Background: an optimization exercise with open tools, aiming at small area and a short achievable clock period. Do not read the settings as production practice.
At most, simulation tests tie the RTL to the original design; equivalence was not proved.

==> module adc_mul, before the edit <==
module adc_mul
(
    input  logic         clk_i,
    input  logic         rst_i,
    input  logic [11:0]  x_i,
    input  logic [11:0]  y_i,
    input  logic [11:0]  z_i,
    output logic [11:0]  fp_o
);
    localparam int C2 = 9;     
    localparam int C3 = 19;    
    localparam logic [24:0] DUPROW = ~25'b0000011111111111111111000;
    logic [11:0] x1, y1, z1;
    always_ff @(posedge clk_i) begin
        x1 <= x_i;
        y1 <= y_i;
        z1 <= z_i;
    end
    logic [2:0] vld;
    always_ff @(posedge clk_i or posedge rst_i) begin
        if (rst_i) vld <= '0;
        else       vld <= {vld[1:0], 1'b1};
    end
    logic [10:0] ny1, nz1;
    logic [4:0]  sh1;
    logic        ge1;
    adc_norm u_norm (.x(x1), .y(y1), .z(z1), .ny(ny1), .nz(nz1), .sh(sh1), .ge(ge1));
    logic [13:0] ws [1:24];
    logic [13:0] wc [1:24];
    logic [13:0] yy1, zz1;
    assign yy1   = ge1 ? {3'b001, ny1} : {2'b01, ny1, 1'b0};
    assign zz1   = ~{3'b001, nz1};
    assign ws[1] = yy1 ^ zz1;
    assign wc[1] = {yy1[12:0] & zz1[12:0], 1'b1};
    logic [10:0] zt [1:3];
    logic [10:0] zb [1:3];
    assign zt[1] = nz1;
    assign zb[1] = ~nz1;
    logic [22:0] dp, dn;
    logic [13:0] rs [1:24];
    logic [13:0] rc [1:24];
    generate
        for (genvar j = 2; j <= 24; j++) begin : g_row
            localparam int ST = (j <= C2) ? 1 : (j <= C3) ? 2 : 3;
            srt_row #(.FIRST(j == 2), .DUP(DUPROW[j])) u_row (
                .s(rs[j-1]), .c(rc[j-1]), .z(zt[ST]), .zb(zb[ST]),
                .qp(dp[24-j]), .qn(dn[24-j]), .so(ws[j]),
                .co({wc[j][13:2], wc[j][0]}));
            assign wc[j][1] = 1'b0;
        end
        for (genvar k = 1; k <= 24; k++) begin : g_in
            if (k != C2 && k != C3) begin : g_w
                assign rs[k] = ws[k];
                assign rc[k] = wc[k];
            end
        end
    endgenerate
    logic [11:0] x2;
    logic [13:0] s2r;
    logic [13:1] c2r;
    logic [10:0] z2;
    logic [4:0]  sh2;
    logic [22:24-C2] p2, n2;
    always_ff @(posedge clk_i) begin
        x2  <= x1;
        s2r <= ws[C2];
        c2r <= wc[C2][13:1];
        z2  <= nz1;
        sh2 <= sh1;
        p2  <= dp[22:24-C2];
        n2  <= dn[22:24-C2];
    end
    assign rs[C2] = s2r;
    assign rc[C2] = {c2r, p2[24-C2]};     
    assign zt[2]  = z2;
    assign zb[2]  = ~z2;
    logic [11:0] x3;
    logic [13:0] s3r;
    logic [13:1] c3r;
    logic [10:0] z3;
    logic [4:0]  sh3;
    logic [22:24-C3] p3, n3;
    always_ff @(posedge clk_i) begin
        x3  <= x2;
        s3r <= ws[C3];
        c3r <= wc[C3][13:1];
        z3  <= z2;
        sh3 <= sh2;
        p3  <= {p2, dp[23-C2:24-C3]};
        n3  <= {n2, dn[23-C2:24-C3]};
    end
    assign rs[C3] = s3r;
    assign rc[C3] = {c3r, p3[24-C3]};
    assign zt[3]  = z3;
    assign zb[3]  = ~z3;
    logic [22:0] pp, nn, m;
    logic        neg;
    logic [35:12] p;
    logic [11:0] res;
    assign pp = {p3, dp[23-C3:0]};
    assign nn = {n3, dn[23-C3:0]};
    adc_sign  u_sign (.s(ws[24]), .c(wc[24]), .neg(neg));
    adc_conv #(.K(24 - C3)) u_conv (.p(pp), .n(nn), .neg(neg), .m(m));
    mul12x24  u_mul  (.x(x3), .m(m), .p(p));
    adc_shift u_shf  (.p(p), .sh(sh3), .res(res));
    always_ff @(posedge clk_i or posedge rst_i) begin
        if (rst_i)       fp_o <= '0;
        else if (vld[2]) fp_o <= res;
        else             fp_o <= '0;
    end
endmodule
Settings: LEC_CHECK=0, CAP_MARGIN=20, CORE_MARGIN=2, CORE_UTILIZATION=40, SLEW_MARGIN=20, SYNTH_HIERARCHICAL=1, SYNTH_MINIMUM_KEEP_SIZE=0; clock period 95.0 ns.
standard.sh (not shown) runs the stock make flow with config.mk's settings and CLKGATE_MAP_FILE= SYNTH_SCRIPT=/design/flow/synth_recipe.tcl, a recipe that flattens the netlist after the stock synthesis.
==> flow/flow/run.sh <==
#!/bin/bash
# The standard layout (standard.sh), with the input and output ports
# buffered by sky130_fd_sc_hd__buf_1 cells instead of the cell buffer_ports picks
# by default, and clock tree synthesis asked for larger sink clusters (fewer
# clock buffers, clkbuf_16 throughout). Everything else, synthesis included, is the
# standard flow.
set -euo pipefail
export BUFFER_PORTS_ARGS="-buffer_cell sky130_fd_sc_hd__buf_1"
export CTS_ARGS="-sink_clustering_enable -repair_clock_nets -buf_list sky130_fd_sc_hd__clkbuf_16 -root_buf sky130_fd_sc_hd__clkbuf_16 -sink_clustering_size 30 -sink_clustering_max_diameter 120"
bash standard.sh > standard.log 2>&1
Rerun with:
--- a/flow/design.v
+++ b/flow/design.v
@@ -6,13 +6,13 @@
     input  logic [11:0]  y_i,
     input  logic [11:0]  z_i,
     output logic [11:0]  fp_o
 );
     localparam int C2 = 9;     
     localparam int C3 = 19;    
-    localparam logic [24:0] DUPROW = ~25'b0000011111111111111111000;
+    localparam logic [24:0] DUPROW = ~25'b0000000111111110011111000;
     logic [11:0] x1, y1, z1;
     always_ff @(posedge clk_i) begin
         x1 <= x_i;
         y1 <= y_i;
         z1 <= z_i;
     end
Outcome: Flip-flop and latch count stays the same; worst hold slack gains 0.0056 ns; count of clock-buffer cells in the layout is unchanged; non-clock buffer count fell by 9; first-iteration DRC count shrinks by about 2%; setup slack degrades by 0.0036 ns; clock skew goes up by 0.012 ns.
Function not checked in the first run of this note: the RTL went through the layout flow alone.

adc_mul, a different RTL version from the one above (not shown whole).
Size: about 2400 cells after synthesis, roughly 26000 um^2 of cells after synthesis.
==> module adc_mul, before the edit <==
module adc_mul
(
    input  logic         clk_i,
    input  logic         rst_i,
    input  logic [11:0]  x_i,
    input  logic [11:0]  y_i,
    input  logic [11:0]  z_i,
    output logic [11:0]  fp_o
);
    localparam int C2 = 9;     
    localparam int C3 = 20;    
    logic [11:0] x1, y1, z1;
    always_ff @(posedge clk_i) begin
        x1 <= x_i;
        y1 <= y_i;
        z1 <= z_i;
    end
    logic [2:0] vld;
    always_ff @(posedge clk_i or posedge rst_i) begin
        if (rst_i) vld <= '0;
        else       vld <= {vld[1:0], 1'b1};
    end
    logic [10:0] ny1, nz1;
    logic [4:0]  sh1;
    logic        ge1;
    adc_norm u_norm (.x(x1), .y(y1), .z(z1), .ny(ny1), .nz(nz1), .sh(sh1), .ge(ge1));
    logic [13:0] ws [1:24];
    logic [13:0] wc [1:24];
    logic [13:0] yy1, zz1;
    assign yy1   = ge1 ? {3'b001, ny1} : {2'b01, ny1, 1'b0};
    assign zz1   = ~{3'b001, nz1};
    assign ws[1] = yy1 ^ zz1;
    assign wc[1] = {yy1[12:0] & zz1[12:0], 1'b1};
    logic [10:0] zt [1:3];
    logic [10:0] zb [1:3];
    assign zt[1] = nz1;
    assign zb[1] = ~nz1;
    logic [22:0] dp, dn;
    logic [13:0] rs [1:24];
    logic [13:0] rc [1:24];
    generate
        for (genvar j = 2; j <= 24; j++) begin : g_row
            localparam int ST = (j <= C2) ? 1 : (j <= C3) ? 2 : 3;
            srt_row #(.FIRST(j == 2)) u_row (
                .s(rs[j-1]), .c(rc[j-1]), .z(zt[ST]), .zb(zb[ST]),
                .qp(dp[24-j]), .qn(dn[24-j]), .so(ws[j]),
                .co({wc[j][13:2], wc[j][0]}));
            assign wc[j][1] = 1'b0;
        end
        for (genvar k = 1; k <= 24; k++) begin : g_in
            if (k != C2 && k != C3) begin : g_w
                assign rs[k] = ws[k];
                assign rc[k] = wc[k];
            end
        end
    endgenerate
    logic [11:0] x2;
    logic [13:0] s2r, c2r;
    logic [10:0] z2;
    logic [4:0]  sh2;
    logic [22:24-C2] p2, n2;
    always_ff @(posedge clk_i) begin
        x2  <= x1;
        s2r <= ws[C2];
        c2r <= wc[C2];
        z2  <= nz1;
        sh2 <= sh1;
        p2  <= dp[22:24-C2];
        n2  <= dn[22:24-C2];
    end
    assign rs[C2] = s2r;
    assign rc[C2] = c2r;
    assign zt[2]  = z2;
    assign zb[2]  = ~z2;
    logic [11:0] x3;
    logic [13:0] s3r, c3r;
    logic [10:0] z3;
    logic [4:0]  sh3;
    logic [22:24-C3] p3, n3;
    always_ff @(posedge clk_i) begin
        x3  <= x2;
        s3r <= ws[C3];
        c3r <= wc[C3];
        z3  <= z2;
        sh3 <= sh2;
        p3  <= {p2, dp[23-C2:24-C3]};
        n3  <= {n2, dn[23-C2:24-C3]};
    end
    assign rs[C3] = s3r;
    assign rc[C3] = c3r;
    assign zt[3]  = z3;
    assign zb[3]  = ~z3;
    logic [22:0] pp, nn, m;
    logic        neg;
    logic [35:12] p;
    logic [11:0] res;
    assign pp = {p3, dp[23-C3:0]};
    assign nn = {n3, dn[23-C3:0]};
    adc_sign  u_sign (.s(ws[24]), .c(wc[24]), .neg(neg));
    adc_conv #(.K(24 - C3)) u_conv (.p(pp), .n(nn), .neg(neg), .m(m));
    mul12x24  u_mul  (.x(x3), .m(m), .p(p));
    adc_shift u_shf  (.p(p), .sh(sh3), .res(res));
    always_ff @(posedge clk_i or posedge rst_i) begin
        if (rst_i)       fp_o <= '0;
        else if (vld[2]) fp_o <= res;
        else             fp_o <= '0;
    end
endmodule
==> module adc_shift, before the edit <==
module adc_shift (input logic [35:12] p, input logic [4:0] sh, output logic [11:0] res);
    logic [26:0] a;      
    logic [18:0] b;      
    logic [14:0] c;      
    logic [12:0] d;      
    logic [11:0] e;      
    logic [11:0] o;      
    logic        ovf;
    always_comb begin
        for (int k = 0; k < 27; k++)
            a[k] = sh[4] ? ((k + 16 <= 23) ? p[28 + k] : 1'b0) : ((k <= 23) ? p[12 + k] : 1'b0);
        for (int k = 0; k < 19; k++) b[k] = sh[3] ? a[k + 8] : a[k];
        for (int k = 0; k < 15; k++) c[k] = sh[2] ? b[k + 4] : b[k];
        for (int k = 0; k < 13; k++) d[k] = sh[1] ? c[k + 2] : c[k];
        for (int k = 0; k < 12; k++) e[k] = sh[0] ? d[k + 1] : d[k];
        o[11] = p[35];
        for (int k = 10; k >= 0; k--) o[k] = o[k + 1] | p[24 + k];
        ovf = ((sh <= 5'd11) && o[sh[3:0]]) || (sh == 5'd30);
        res = e | {12{ovf}};
    end
endmodule
Settings: LEC_CHECK=0, CAP_MARGIN=20, CORE_MARGIN=2, CORE_UTILIZATION=40, CTS_BUF_LIST=sky130_fd_sc_hd__clkbuf_8, SLEW_MARGIN=20, SYNTH_HIERARCHICAL=1, SYNTH_MINIMUM_KEEP_SIZE=0; clock period 95.0 ns.
==> flow/flow/run.sh <==
#!/bin/bash
# The standard layout (standard.sh), with the input and output ports
# buffered by sky130_fd_sc_hd__buf_2 cells instead of the cell buffer_ports picks
# by default. Everything else, synthesis included, is the standard flow.
set -euo pipefail
export BUFFER_PORTS_ARGS="-buffer_cell sky130_fd_sc_hd__buf_2"
bash standard.sh > standard.log 2>&1
Next try:
--- a/flow/design.v
+++ b/flow/design.v
@@ -8,7 +8,7 @@
     output logic [11:0]  fp_o
 );
     localparam int C2 = 9;     
-    localparam int C3 = 20;    
+    localparam int C3 = 19;    
     logic [11:0] x1, y1, z1;
     always_ff @(posedge clk_i) begin
         x1 <= x_i;
@@ -55,39 +55,41 @@
         end
     endgenerate
     logic [11:0] x2;
-    logic [13:0] s2r, c2r;
+    logic [13:0] s2r;
+    logic [13:1] c2r;
     logic [10:0] z2;
     logic [4:0]  sh2;
     logic [22:24-C2] p2, n2;
     always_ff @(posedge clk_i) begin
         x2  <= x1;
         s2r <= ws[C2];
-        c2r <= wc[C2];
+        c2r <= wc[C2][13:1];
         z2  <= nz1;
         sh2 <= sh1;
         p2  <= dp[22:24-C2];
         n2  <= dn[22:24-C2];
     end
     assign rs[C2] = s2r;
-    assign rc[C2] = c2r;
+    assign rc[C2] = {c2r, p2[24-C2]};     
     assign zt[2]  = z2;
     assign zb[2]  = ~z2;
     logic [11:0] x3;
-    logic [13:0] s3r, c3r;
+    logic [13:0] s3r;
+    logic [13:1] c3r;
     logic [10:0] z3;
     logic [4:0]  sh3;
     logic [22:24-C3] p3, n3;
     always_ff @(posedge clk_i) begin
         x3  <= x2;
         s3r <= ws[C3];
-        c3r <= wc[C3];
+        c3r <= wc[C3][13:1];
         z3  <= z2;
         sh3 <= sh2;
         p3  <= {p2, dp[23-C2:24-C3]};
         n3  <= {n2, dn[23-C2:24-C3]};
     end
     assign rs[C3] = s3r;
-    assign rc[C3] = c3r;
+    assign rc[C3] = {c3r, p3[24-C3]};
     assign zt[3]  = z3;
     assign zb[3]  = ~z3;
     logic [22:0] pp, nn, m;
@@ -99,11 +101,10 @@
     adc_sign  u_sign (.s(ws[24]), .c(wc[24]), .neg(neg));
     adc_conv #(.K(24 - C3)) u_conv (.p(pp), .n(nn), .neg(neg), .m(m));
     mul12x24  u_mul  (.x(x3), .m(m), .p(p));
-    adc_shift u_shf  (.p(p), .sh(sh3), .res(res));
+    adc_shift u_shf  (.p(p), .sh(sh3), .vld(vld[2]), .res(res));
     always_ff @(posedge clk_i or posedge rst_i) begin
         if (rst_i)       fp_o <= '0;
-        else if (vld[2]) fp_o <= res;
-        else             fp_o <= '0;
+        else             fp_o <= res;
     end
 endmodule
 module adc_norm (input logic [11:0] x, input logic [11:0] y, input logic [11:0] z,
@@ -249,7 +250,8 @@
 module adc_xor23 (input logic [22:0] a, input logic [22:0] b, output logic [22:0] y);
     assign y = a ^ b;
 endmodule
-module adc_shift (input logic [35:12] p, input logic [4:0] sh, output logic [11:0] res);
+module adc_shift (input logic [35:12] p, input logic [4:0] sh, input logic vld,
+                  output logic [11:0] res);
     logic [26:0] a;      
     logic [18:0] b;      
     logic [14:0] c;      
@@ -267,7 +269,7 @@
         o[11] = p[35];
         for (int k = 10; k >= 0; k--) o[k] = o[k + 1] | p[24 + k];
         ovf = ((sh <= 5'd11) && o[sh[3:0]]) || (sh == 5'd30);
-        res = e | {12{ovf}};
+        res = (e | {12{ovf}}) & {12{vld}};
     end
 endmodule
 module mul12x24 (input logic [11:0] x, input logic [22:0] m, output logic [35:12] p);
=> The new run completed without violations; final area shrinks by 0.58%; non-clock buffer count grows by 13; critical path depth does not change; core utilization grows by 0.37 points; die area shrinks by 0.71%; synthesized area shrinks by 0.72%.
No functional check of the RTL was part of the first run of this note.

Setup of before:
Another version of the RTL of adc_mul (not shown whole).
Size in the first run: roughly 2400 cells after synthesis, about 50 I/O pins, roughly 26000 um2 of cells after synthesis.
==> module adc_mul, before the edit <==
module adc_mul
(
    input  logic         clk_i,
    input  logic         rst_i,
    input  logic [11:0]  x_i,
    input  logic [11:0]  y_i,
    input  logic [11:0]  z_i,
    output logic [11:0]  fp_o
);
    localparam int C2 = 9;     
    localparam int C3 = 20;    
    localparam logic [24:0] DUPROW = 25'h0000000;
    logic [11:0] x1, y1, z1;
    always_ff @(posedge clk_i) begin
        x1 <= x_i;
        y1 <= y_i;
        z1 <= z_i;
    end
    logic [2:0] vld;
    always_ff @(posedge clk_i or posedge rst_i) begin
        if (rst_i) vld <= '0;
        else       vld <= {vld[1:0], 1'b1};
    end
    logic [10:0] ny1, nz1;
    logic [4:0]  sh1;
    logic        ge1;
    adc_norm u_norm (.x(x1), .y(y1), .z(z1), .ny(ny1), .nz(nz1), .sh(sh1), .ge(ge1));
    logic [13:0] ws [1:24];
    logic [13:0] wc [1:24];
    logic [13:0] yy1, zz1;
    assign yy1   = ge1 ? {3'b001, ny1} : {2'b01, ny1, 1'b0};
    assign zz1   = ~{3'b001, nz1};
    assign ws[1] = yy1 ^ zz1;
    assign wc[1] = {yy1[12:0] & zz1[12:0], 1'b1};
    logic [10:0] zt [1:3];
    logic [10:0] zb [1:3];
    assign zt[1] = nz1;
    assign zb[1] = ~nz1;
    logic [22:0] dp, dn;
    logic [13:0] rs [1:24];
    logic [13:0] rc [1:24];
    generate
        for (genvar j = 2; j <= 24; j++) begin : g_row
            localparam int ST = (j <= C2) ? 1 : (j <= C3) ? 2 : 3;
            srt_row #(.FIRST(j == 2), .DUP(DUPROW[j])) u_row (
                .s(rs[j-1]), .c(rc[j-1]), .z(zt[ST]), .zb(zb[ST]),
                .qp(dp[24-j]), .qn(dn[24-j]), .so(ws[j]),
                .co({wc[j][13:2], wc[j][0]}));
            assign wc[j][1] = 1'b0;
        end
        for (genvar k = 1; k <= 24; k++) begin : g_in
            if (k != C2 && k != C3) begin : g_w
                assign rs[k] = ws[k];
                assign rc[k] = wc[k];
            end
        end
    endgenerate
    logic [11:0] x2;
    logic [13:0] s2r;
    logic [13:1] c2r;
    logic [10:0] z2;
    logic [4:0]  sh2;
    logic [22:24-C2] p2, n2;
    always_ff @(posedge clk_i) begin
        x2  <= x1;
        s2r <= ws[C2];
        c2r <= wc[C2][13:1];
        z2  <= nz1;
        sh2 <= sh1;
        p2  <= dp[22:24-C2];
        n2  <= dn[22:24-C2];
    end
    assign rs[C2] = s2r;
    assign rc[C2] = {c2r, p2[24-C2]};     
    assign zt[2]  = z2;
    assign zb[2]  = ~z2;
    logic [11:0] x3;
    logic [13:0] s3r;
    logic [13:1] c3r;
    logic [10:0] z3;
    logic [4:0]  sh3;
    logic [22:24-C3] p3, n3;
    always_ff @(posedge clk_i) begin
        x3  <= x2;
        s3r <= ws[C3];
        c3r <= wc[C3][13:1];
        z3  <= z2;
        sh3 <= sh2;
        p3  <= {p2, dp[23-C2:24-C3]};
        n3  <= {n2, dn[23-C2:24-C3]};
    end
    assign rs[C3] = s3r;
    assign rc[C3] = {c3r, p3[24-C3]};
    assign zt[3]  = z3;
    assign zb[3]  = ~z3;
    logic [22:0] pp, nn, m;
    logic        neg;
    logic [35:12] p;
    logic [11:0] res;
    assign pp = {p3, dp[23-C3:0]};
    assign nn = {n3, dn[23-C3:0]};
    adc_sign  u_sign (.s(ws[24]), .c(wc[24]), .neg(neg));
    adc_conv #(.K(24 - C3)) u_conv (.p(pp), .n(nn), .neg(neg), .m(m));
    mul12x24  u_mul  (.x(x3), .m(m), .p(p));
    adc_shift u_shf  (.p(p), .sh(sh3), .res(res));
    always_ff @(posedge clk_i or posedge rst_i) begin
        if (rst_i)       fp_o <= '0;
        else if (vld[2]) fp_o <= res;
        else             fp_o <= '0;
    end
endmodule
==> module srt_row, before the edit <==
module srt_row #(parameter bit FIRST = 0, parameter bit DUP = 1)
    (input  logic [13:0] s, input logic [13:0] c,
     input  logic [10:0] z, input logic [10:0] zb,
     output logic qp, output logic qn,
     output logic [13:0] so, output logic [12:0] co);
    logic e3, nz3, qp1, qn1;
    srt_sel u_sel (.s(s[13:10]), .c(c[13:10]), .e3(e3), .nz(nz3));
    srt_drv u_d0 (.e3(e3), .nz(nz3), .qp(qp), .qn(qn));
    if (DUP) begin : g_dup
        srt_drv u_d1 (.e3(e3), .nz(nz3), .qp(qp1), .qn(qn1));
    end else begin : g_one
        assign qp1 = qp;
        assign qn1 = qn;
    end
    logic [13:0] cw;
    assign co = {cw[13:2], cw[0]};
    assign so[0] = (qp & zb[0]) | (qn & z[0]);
    assign cw[0] = qp;
    srt_bit u_b1 (.s(s[0]), .c(c[0]), .z(z[1]), .zb(zb[1]), .qp(qp), .qn(qn),
                  .so(so[1]), .co(cw[2]));
    if (FIRST) begin : g_first
        srt_bit u_b2 (.s(s[1]), .c(c[1]), .z(z[2]), .zb(zb[2]), .qp(qp), .qn(qn),
                      .so(so[2]), .co(cw[3]));
    end else begin : g_next
        srt_bith u_b2 (.s(s[1]), .z(z[2]), .zb(zb[2]), .qp(qp), .qn(qn),
                       .so(so[2]), .co(cw[3]));
    end
    for (genvar i = 3; i <= 10; i++) begin : g_b
        srt_bit u_b (.s(s[i-1]), .c(c[i-1]), .z(z[i]), .zb(zb[i]),
                     .qp(i < 7 ? qp : qp1), .qn(i < 7 ? qn : qn1),
                     .so(so[i]), .co(cw[i+1]));
    end
    adc_fa u_b11 (.a(s[10]), .b(c[10]), .c(qn1), .s(so[11]), .co(cw[12]));
    adc_fa u_b12 (.a(s[11]), .b(c[11]), .c(qp1), .s(so[12]), .co(cw[13]));
    assign so[13] = s[12] ^ c[12] ^ qp1;
endmodule
==> flow/config.mk <==
export PLATFORM = sky130hd
export DESIGN_NAME = adc_mul
export DESIGN_NICKNAME = adc_mul
export VERILOG_FILES = /design/flow/design.v
export SDC_FILE = /design/flow/constraint.sdc
export NUM_CORES = 4
export LEC_CHECK = 0
export CAP_MARGIN = 20
export CORE_MARGIN = 2
export CORE_UTILIZATION = 40
export SLEW_MARGIN = 20
export SYNTH_HIERARCHICAL = 1
export SYNTH_MINIMUM_KEEP_SIZE = 0
==> flow/constraint.sdc <==
create_clock -name core_clock -period 95.0 [get_ports {clk_i}]
set_input_delay 19.0000 -clock core_clock [delete_from_list [all_inputs] [get_ports {clk_i}]]
set_output_delay 19.0000 -clock core_clock [all_outputs]
set_load 0.01 [all_outputs]
==> flow/flow/run.sh <==
#!/bin/bash
# The standard layout (standard.sh), with the input and output ports
# buffered by sky130_fd_sc_hd__buf_2 cells instead of the cell buffer_ports picks
# by default, and clock tree synthesis asked for larger sink clusters so that
# the tree has fewer levels. Everything else, synthesis included, is the
# standard flow.
set -euo pipefail
export BUFFER_PORTS_ARGS="-buffer_cell sky130_fd_sc_hd__buf_2"
export CTS_ARGS="-sink_clustering_enable -repair_clock_nets -buf_list sky130_fd_sc_hd__clkbuf_16 -root_buf sky130_fd_sc_hd__clkbuf_16 -sink_clustering_size 30 -sink_clustering_max_diameter 120"
bash standard.sh > standard.log 2>&1
Relative to before, the following input files were edited for after:
diff --git a/flow/design.v b/flow/design.v
--- a/flow/design.v
+++ b/flow/design.v
@@ -6,12 +6,11 @@
     input  logic [11:0]  y_i,
     input  logic [11:0]  z_i,
     output logic [11:0]  fp_o
 );
     localparam int C2 = 9;     
-    localparam int C3 = 20;    
-    localparam logic [24:0] DUPROW = 25'h0000000;
+    localparam int C3 = 19;    
     logic [11:0] x1, y1, z1;
     always_ff @(posedge clk_i) begin
         x1 <= x_i;
         y1 <= y_i;
         z1 <= z_i;
@@ -40,11 +39,11 @@
     logic [13:0] rs [1:24];
     logic [13:0] rc [1:24];
     generate
         for (genvar j = 2; j <= 24; j++) begin : g_row
             localparam int ST = (j <= C2) ? 1 : (j <= C3) ? 2 : 3;
-            srt_row #(.FIRST(j == 2), .DUP(DUPROW[j])) u_row (
+            srt_row #(.FIRST(j == 2)) u_row (
                 .s(rs[j-1]), .c(rc[j-1]), .z(zt[ST]), .zb(zb[ST]),
                 .qp(dp[24-j]), .qn(dn[24-j]), .so(ws[j]),
                 .co({wc[j][13:2], wc[j][0]}));
             assign wc[j][1] = 1'b0;
         end
@@ -134,24 +133,19 @@
     assign lz[1] = b[11:10] == 2'd0;
     assign c     = lz[1] ? {b[9:0], 2'd0} : b;
     assign lz[0] = ~c[11];
     assign n     = lz[0] ? {c[10:0], 1'b0} : c;
 endmodule
-module srt_row #(parameter bit FIRST = 0, parameter bit DUP = 1)
+module srt_row #(parameter bit FIRST = 0)
     (input  logic [13:0] s, input logic [13:0] c,
      input  logic [10:0] z, input logic [10:0] zb,
      output logic qp, output logic qn,
      output logic [13:0] so, output logic [12:0] co);
     logic e3, nz3, qp1, qn1;
     srt_sel u_sel (.s(s[13:10]), .c(c[13:10]), .e3(e3), .nz(nz3));
     srt_drv u_d0 (.e3(e3), .nz(nz3), .qp(qp), .qn(qn));
-    if (DUP) begin : g_dup
-        srt_drv u_d1 (.e3(e3), .nz(nz3), .qp(qp1), .qn(qn1));
-    end else begin : g_one
-        assign qp1 = qp;
-        assign qn1 = qn;
-    end
+    srt_drv u_d1 (.e3(e3), .nz(nz3), .qp(qp1), .qn(qn1));
     logic [13:0] cw;
     assign co = {cw[13:2], cw[0]};
     assign so[0] = (qp & zb[0]) | (qn & z[0]);
     assign cw[0] = qp;
     srt_bit u_b1 (.s(s[0]), .c(c[0]), .z(z[1]), .zb(zb[1]), .qp(qp), .qn(qn),
[summary]
Number of non-clock buffers, after and before: smaller value in after. Comparing after and before, fraction of met2 tracks used by global routing is lower on before. [after vs before] count of non-CTS inverters in the layout: higher in after. Measured against each other, after and before differ in met3 routed wirelength, the lower figure coming from after. In the tables for after and before, placed wire-length estimate reads higher with after. | worst max-slew margin expressed relative to the limit | after vs before | worse |. Compared with before, vias per cell in after increased slightly. In terms of sequential share of layout area, after and before differ only marginally. In the metrics for after and before, the one carrying the lower clock period minus final worst setup slack is before. after vs before on violation count after the first detailed-route iteration: after is the lower one. The die area was comparable across after and before. before → after: clock buffer count shows a reduction of 2; overall global routing resource usage saw an increase; final design instance area without fill decreased by about 0.33% relative to the old numbers.
For before, only the layout was checked, not whether the RTL still works.

afterwards: timing with drivers on the ports:
Ports are ideal in the flow. The routed layouts listed here were re-timed in OpenROAD.
Step 1: set_driving_cell puts a clkbuf_16 on clk_i and a buf_2 on each other input, an assumption about the parent block.
Step 2 times the ports against the registers' clock, not the clock port: input delays grow and output delays shrink by t, the midpoint of the rising clock arrivals with the driver on.
Three values: ideal, step 1, step 2; two values: the first two.
run | t (ns) | setup slack, ns | latest minus earliest clock arrival (ns) | cell pins on the clock port's net
the first run of note 1 | 0.531 | 75.018 / 74.965 / 75.496 | 0.014 / 0.014 | 1
the second run of note 1 | 0.541 | 75.014 / 74.958 / 75.499 | 0.026 / 0.026 | 1
the first run of note 2 | 0.633 | 74.915 / 74.861 / 75.495 | 0.032 / 0.031 | 1
the second run of note 2 | 0.611 | 74.948 / 74.888 / 75.499 | 0.028 / 0.027 | 1
before | 0.546 | 75.009 / 74.954 / 75.500 | 0.025 / 0.025 | 1
after | 0.540 | 75.001 / 74.947 / 75.487 | 0.018 / 0.019 | 1
After both steps setup and hold are still met in every run listed.
